Background: an optimization exercise with open tools, aiming at small area, a short achievable clock period and few clock cycles per item. Do not read the settings as production practice. Function was checked by simulation only, so behaviour that the tests miss may differ from the original. Power figures rest on the tool's default switching activity, not on a simulated workload.

job 9750:
## processor
module processor(
    input [15:0] DIN,
    input Resetn, Clock, Run,
    output reg Done,
    output reg [15:0] BusWires
    );
reg [127:0] rf;         
reg         pend;       
reg [2:0]   mvi_rx;     
wire [2:0] rx = DIN[12:10];
wire [2:0] ry = DIN[9:7];
wire is_mvi = ~DIN[14] & DIN[13];    
wire use_x  = ~pend & DIN[14];       
wire sub    = ~pend & DIN[13];       
reg [15:0] X, Y;
integer i;
always @(*) begin
    X = 16'd0;
    Y = DIN & {16{pend}};
    for (i = 0; i < 8; i = i + 1) begin
        X = X | (rf[16*i +: 16] & {16{use_x && rx == i}});
        Y = Y | (rf[16*i +: 16] & {16{!pend && ry == i}});
    end
end
always @(*) begin
    BusWires = X + (Y ^ {16{sub}}) + {15'd0, sub};
    Done = Resetn & (pend | (Run & ~is_mvi));
end
wire [2:0] wa = pend ? mvi_rx : rx;
always @(posedge Clock) begin
    if (!pend) mvi_rx <= rx;
    pend <= Resetn & ~pend & Run & is_mvi;
    for (i = 0; i < 8; i = i + 1)
        if (Done && wa == i) rf[16*i +: 16] <= BusWires;
end
endmodule
Settings: LEC_CHECK=0, CAP_MARGIN=20, CORE_MARGIN=2, CORE_UTILIZATION=40, SETUP_SLACK_MARGIN=2, SLEW_MARGIN=20; clock period 10.0 ns.
standard.sh (not shown) runs the stock make flow with config.mk's settings and CLKGATE_MAP_FILE= SYNTH_SCRIPT=/design/flow/synth_recipe.tcl, a recipe that flattens the netlist after the stock synthesis.
==> flow/flow/run.sh <==
#!/bin/bash
# Standard ORFS layout with two changes:
#  - port buffers are plain buffers (sky130_fd_sc_hd__buf_2), not delay buffers;
#  - clock tree from clkbuf_8 only, without dummy balancing loads.
set -euo pipefail
bash standard.sh \
  BUFFER_PORTS_ARGS="-buffer_cell sky130_fd_sc_hd__buf_2" \
  CTS_ARGS="-sink_clustering_enable -repair_clock_nets -dont_use_dummy_load -buf_list sky130_fd_sc_hd__clkbuf_8" \
  finish > orfs_make.log 2>&1
Testbench counts of job 9750, summed over its fixed seeds: cycles 9,996, items 8,000.
Relative to job 9750, the following input files were edited for job 1771:
Settings: swapping 2 for 3 in SETUP_SLACK_MARGIN.
==> flow/run.sh (new file) <==
#!/bin/bash
# synth_recipe.tcl (not shown) runs the flow's synth.tcl, then flattens the netlist and writes it again
# the make line also repeats each setting of config.mk as NAME=value (left out here)
make -C /OpenROAD-flow-scripts/flow DESIGN_CONFIG=/design/flow/config.mk WORK_HOME=/design/flow/orfs CLKGATE_MAP_FILE= SYNTH_SCRIPT=/design/flow/synth_recipe.tcl finish
removed: flow/flow/run.sh
removed: flow/standard.sh
### Flow results
The synthesis-to-layout area growth in job 1771 was higher than what job 9750 gave. Sort job 9750 and job 1771 by average wire length per cell after detail routing, ascending, and job 9750 comes first. Measured against each other, job 9750 and job 1771 differ in via count of the first global-routing pass, the higher figure coming from job 1771. The higher part of the power in the clock network of job 9750 and job 1771 is in job 1771. Changes observed in job 1771 relative to job 9750: detailed route wirelength on metal3 saw an increase, post-route fraction of the period consumed by the critical path saw a decrease, non-clock buffer total of the final layout saw an increase.
Modified inputs, job 3041 compared to job 1771
Settings: putting CTS_CLUSTER_DIAMETER at 100 where nothing was set; swapping 3 for 2 in SETUP_SLACK_MARGIN; putting CTS_BUF_LIST at sky130_fd_sc_hd__clkbuf_4 sky130_fd_sc_hd__clkbuf_8 where nothing was set; putting CTS_CLUSTER_SIZE at 50 where nothing was set.
--- outcome ---
The faster design of the two is job 1771; job 3041 tops out lower. Between job 1771 and job 3041, the met1 usage is lower for job 3041. Relative to job 1771, job 3041 degrades final critical path time including I/O delays and setup. Job 3041: multi-input gate share of total cell area 0.45 points above job 1771. The utilization of job 3041 is lower than that of job 1771. Job 3041 has less setup slack than job 1771.

---

wip/umber:
The RTL this note starts from:
==> flow/design.v <==
module rdport8(
    input [127:0] rf,
    input [7:0] sel,
    output reg [15:0] q
    );
integer i;
always @(*) begin
    q = 16'd0;
    for (i = 0; i < 8; i = i + 1)
        q = q | (rf[16*i +: 16] & {16{sel[i]}});
end
endmodule
module rdport9(
    input [127:0] rf,
    input [7:0] sel,
    input [15:0] ext,
    input ext_sel,
    output reg [15:0] q
    );
integer i;
always @(*) begin
    q = ext & {16{ext_sel}};
    for (i = 0; i < 8; i = i + 1)
        q = q | (rf[16*i +: 16] & {16{sel[i]}});
end
endmodule
module addsub(
    input [15:0] a, b,
    input sub,
    output [15:0] s
    );
assign s = a + (b ^ {16{sub}}) + {15'd0, sub};
endmodule
module processor(
    input [15:0] DIN,
    input Resetn, Clock, Run,
    output reg Done,
    output [15:0] BusWires
    );
reg [127:0] rf;         
reg         pend;       
reg [2:0]   mvi_rx;     
wire [2:0] rx = DIN[12:10];
wire [2:0] ry = DIN[9:7];
wire is_mvi = ~DIN[14] & DIN[13];    
wire use_x  = ~pend & DIN[14];       
wire sub    = ~pend & DIN[13];       
reg [7:0] xsel, ysel;
integer i;
always @(*)
    for (i = 0; i < 8; i = i + 1) begin
        xsel[i] = use_x && rx == i;
        ysel[i] = !pend && ry == i;
    end
wire [15:0] X, Y;
rdport8 portx(.rf(rf), .sel(xsel), .q(X));
rdport9 porty(.rf(rf), .sel(ysel), .ext(DIN), .ext_sel(pend), .q(Y));
addsub alu(.a(X), .b(Y), .sub(sub), .s(BusWires));
always @(*)
    Done = Resetn & (pend | (Run & ~is_mvi));
wire [2:0] wa = pend ? mvi_rx : rx;
always @(posedge Clock) begin
    if (!pend) mvi_rx <= rx;
    pend <= Resetn & ~pend & Run & is_mvi;
    for (i = 0; i < 8; i = i + 1)
        if (Done && wa == i) rf[16*i +: 16] <= BusWires;
end
endmodule
clock: 10.0 ns
lec_check: 0
cap_margin: 20
core_margin: 2
core_utilization: 40
setup_slack_margin: 3
slew_margin: 20
synth_hierarchical: 1
==> flow/flow/run.sh <==
#!/bin/bash
# Standard ORFS layout with these changes:
#  - port buffers are plain buffers (sky130_fd_sc_hd__buf_2), not delay buffers;
#  - clock tree from clkbuf_8 only, without dummy balancing loads;
#  - setup repair limited to the moves: unbuffer,sizeup,swap
set -euo pipefail
bash standard.sh \
  BUFFER_PORTS_ARGS="-buffer_cell sky130_fd_sc_hd__buf_2" \
  CTS_ARGS="-sink_clustering_enable -repair_clock_nets -dont_use_dummy_load -buf_list sky130_fd_sc_hd__clkbuf_8" \
  SETUP_MOVE_SEQUENCE="unbuffer,sizeup,swap" \
  finish > orfs_make.log 2>&1
wip/umber reached the end of the flow, and the finished layout is clean on the timing, design-rule and antenna checks.
Testbench counts of wip/umber, summed over its fixed seeds: cycles 9,996, items 8,000.
> inputs changed (wip/umber -> wip/violet)
Settings: swapping 3 for 5 in SETUP_SLACK_MARGIN.
diff --git a/flow/flow/run.sh b/flow/flow/run.sh
--- a/flow/flow/run.sh
+++ b/flow/flow/run.sh
@@ -4,0 +5 @@
+#  - power recovery (downsizing) on all paths after global route;
@@ -9,0 +11 @@
+  RECOVER_POWER=100 \
==> comparison <==
- The flow completed for wip/violet, but it is not clean: the layout still shows max-capacitance violations, max-slew violations.
- Taking wip/umber as the reference, in wip/violet H-tree depth stayed essentially flat; maximum clock frequency fell by about 13%; period utilization rose by 11 points; wire length fell by 650 um; maximum resistive drop on vdd fell by 0.013 mV.
- Summary of wip/violet over wip/umber: power -4.6%; clock skew was more or less identical.
- Worst setup margin for wip/violet: 1050 ps down relative to wip/umber
- The wire length of the first global-routing pass of wip/violet was superior to that of wip/umber.
The following lists how wip/nickel was set up differently from wip/violet:
diff --git a/flow/flow/run.sh b/flow/flow/run.sh
--- a/flow/flow/run.sh
+++ b/flow/flow/run.sh
@@ -5 +4,0 @@
-#  - power recovery (downsizing) on all paths after global route;
@@ -11 +9,0 @@
-  RECOVER_POWER=100 \
### Flow results
wip/nickel | status: complete | timing, DRC, antenna: pass. Cell area | wip/nickel vs wip/violet | wip/nickel larger. Setup slack: wip/nickel more than wip/violet. Taking wip/violet as the reference, in wip/nickel part of the cycle the worst path needs now smaller, count of endpoints failing hold in the final timing report comparable, clock network area share comparable, post-detailed-route via-to-cell ratio now larger, maximum single-stage delay on the critical path now smaller. Compared with wip/violet, in wip/nickel critical path depth now sits higher, total of max-cap violations went down 2.
#### Input delta (wip/sierra over wip/nickel)
diff --git a/flow/flow/run.sh b/flow/flow/run.sh
--- a/flow/flow/run.sh
+++ b/flow/flow/run.sh
@@ -2 +2 @@
-# Standard ORFS layout with these changes:
+# Standard ORFS layout with two changes:
@@ -4,2 +4 @@
-#  - clock tree from clkbuf_8 only, without dummy balancing loads;
-#  - setup repair limited to the moves: unbuffer,sizeup,swap
+#  - clock tree from clkbuf_8 only, without dummy balancing loads.
@@ -10 +8,0 @@
-  SETUP_MOVE_SEQUENCE="unbuffer,sizeup,swap" \
--- outcome ---
Reported for wip/sierra and wip/nickel, critical path buffer and inverter count turned out identical to the last digit.
Summary: sum of internal, switching and leakage power, wip/sierra worse than wip/nickel
Summary of wip/sierra over wip/nickel: core utilization +4.9 points; maximum clock frequency +about 4.6%; global-route wire length before repair +3200 um.

## what the ideal ports hide
No port has a modelled driver above. Below, the same layouts with a new extraction and two added sets of constraints.
Step 1 (the two cells are an assumption about what drives the block):
set clk [get_ports {Clock}]
set_driving_cell -lib_cell sky130_fd_sc_hd__clkbuf_16 $clk
set_driving_cell -lib_cell sky130_fd_sc_hd__buf_2 [delete_from_list [all_inputs] $clk]
Step 2, shift: input delay + t, output delay - t, t = (earliest + latest rising clock arrival at the registers) / 2. This alone moves slack from input paths to output paths.
a / b / c = ideal ports / drivers / drivers and shift; a / b = the first two.
run	t (ns)	setup WS [ns]	latest minus earliest clock arrival (ns)	worst register clock-pin slew, ns
job 9750	0.477	2.192 / 2.162 / 2.162	0.022 / 0.022	0.07 / 0.07
job 1771	0.465	2.885 / 2.822 / 2.822	0.010 / 0.011	0.06 / 0.06
job 3041	0.488	2.127 / 2.103 / 2.103	0.013 / 0.012	0.08 / 0.08
wip/umber	0.471	2.686 / 2.639 / 2.639	0.034 / 0.034	0.08 / 0.08
wip/violet	0.485	1.635 / 1.608 / 1.608	0.033 / 0.033	0.08 / 0.08
wip/nickel	0.481	2.897 / 2.848 / 2.848	0.034 / 0.034	0.08 / 0.08
wip/sierra	0.484	3.212 / 3.146 / 3.146	0.028 / 0.029	0.08 / 0.08
For wip/sierra, which loses most, drivers alone change the setup slack by -0.066 ns; drivers and shift together by -0.066 ns.
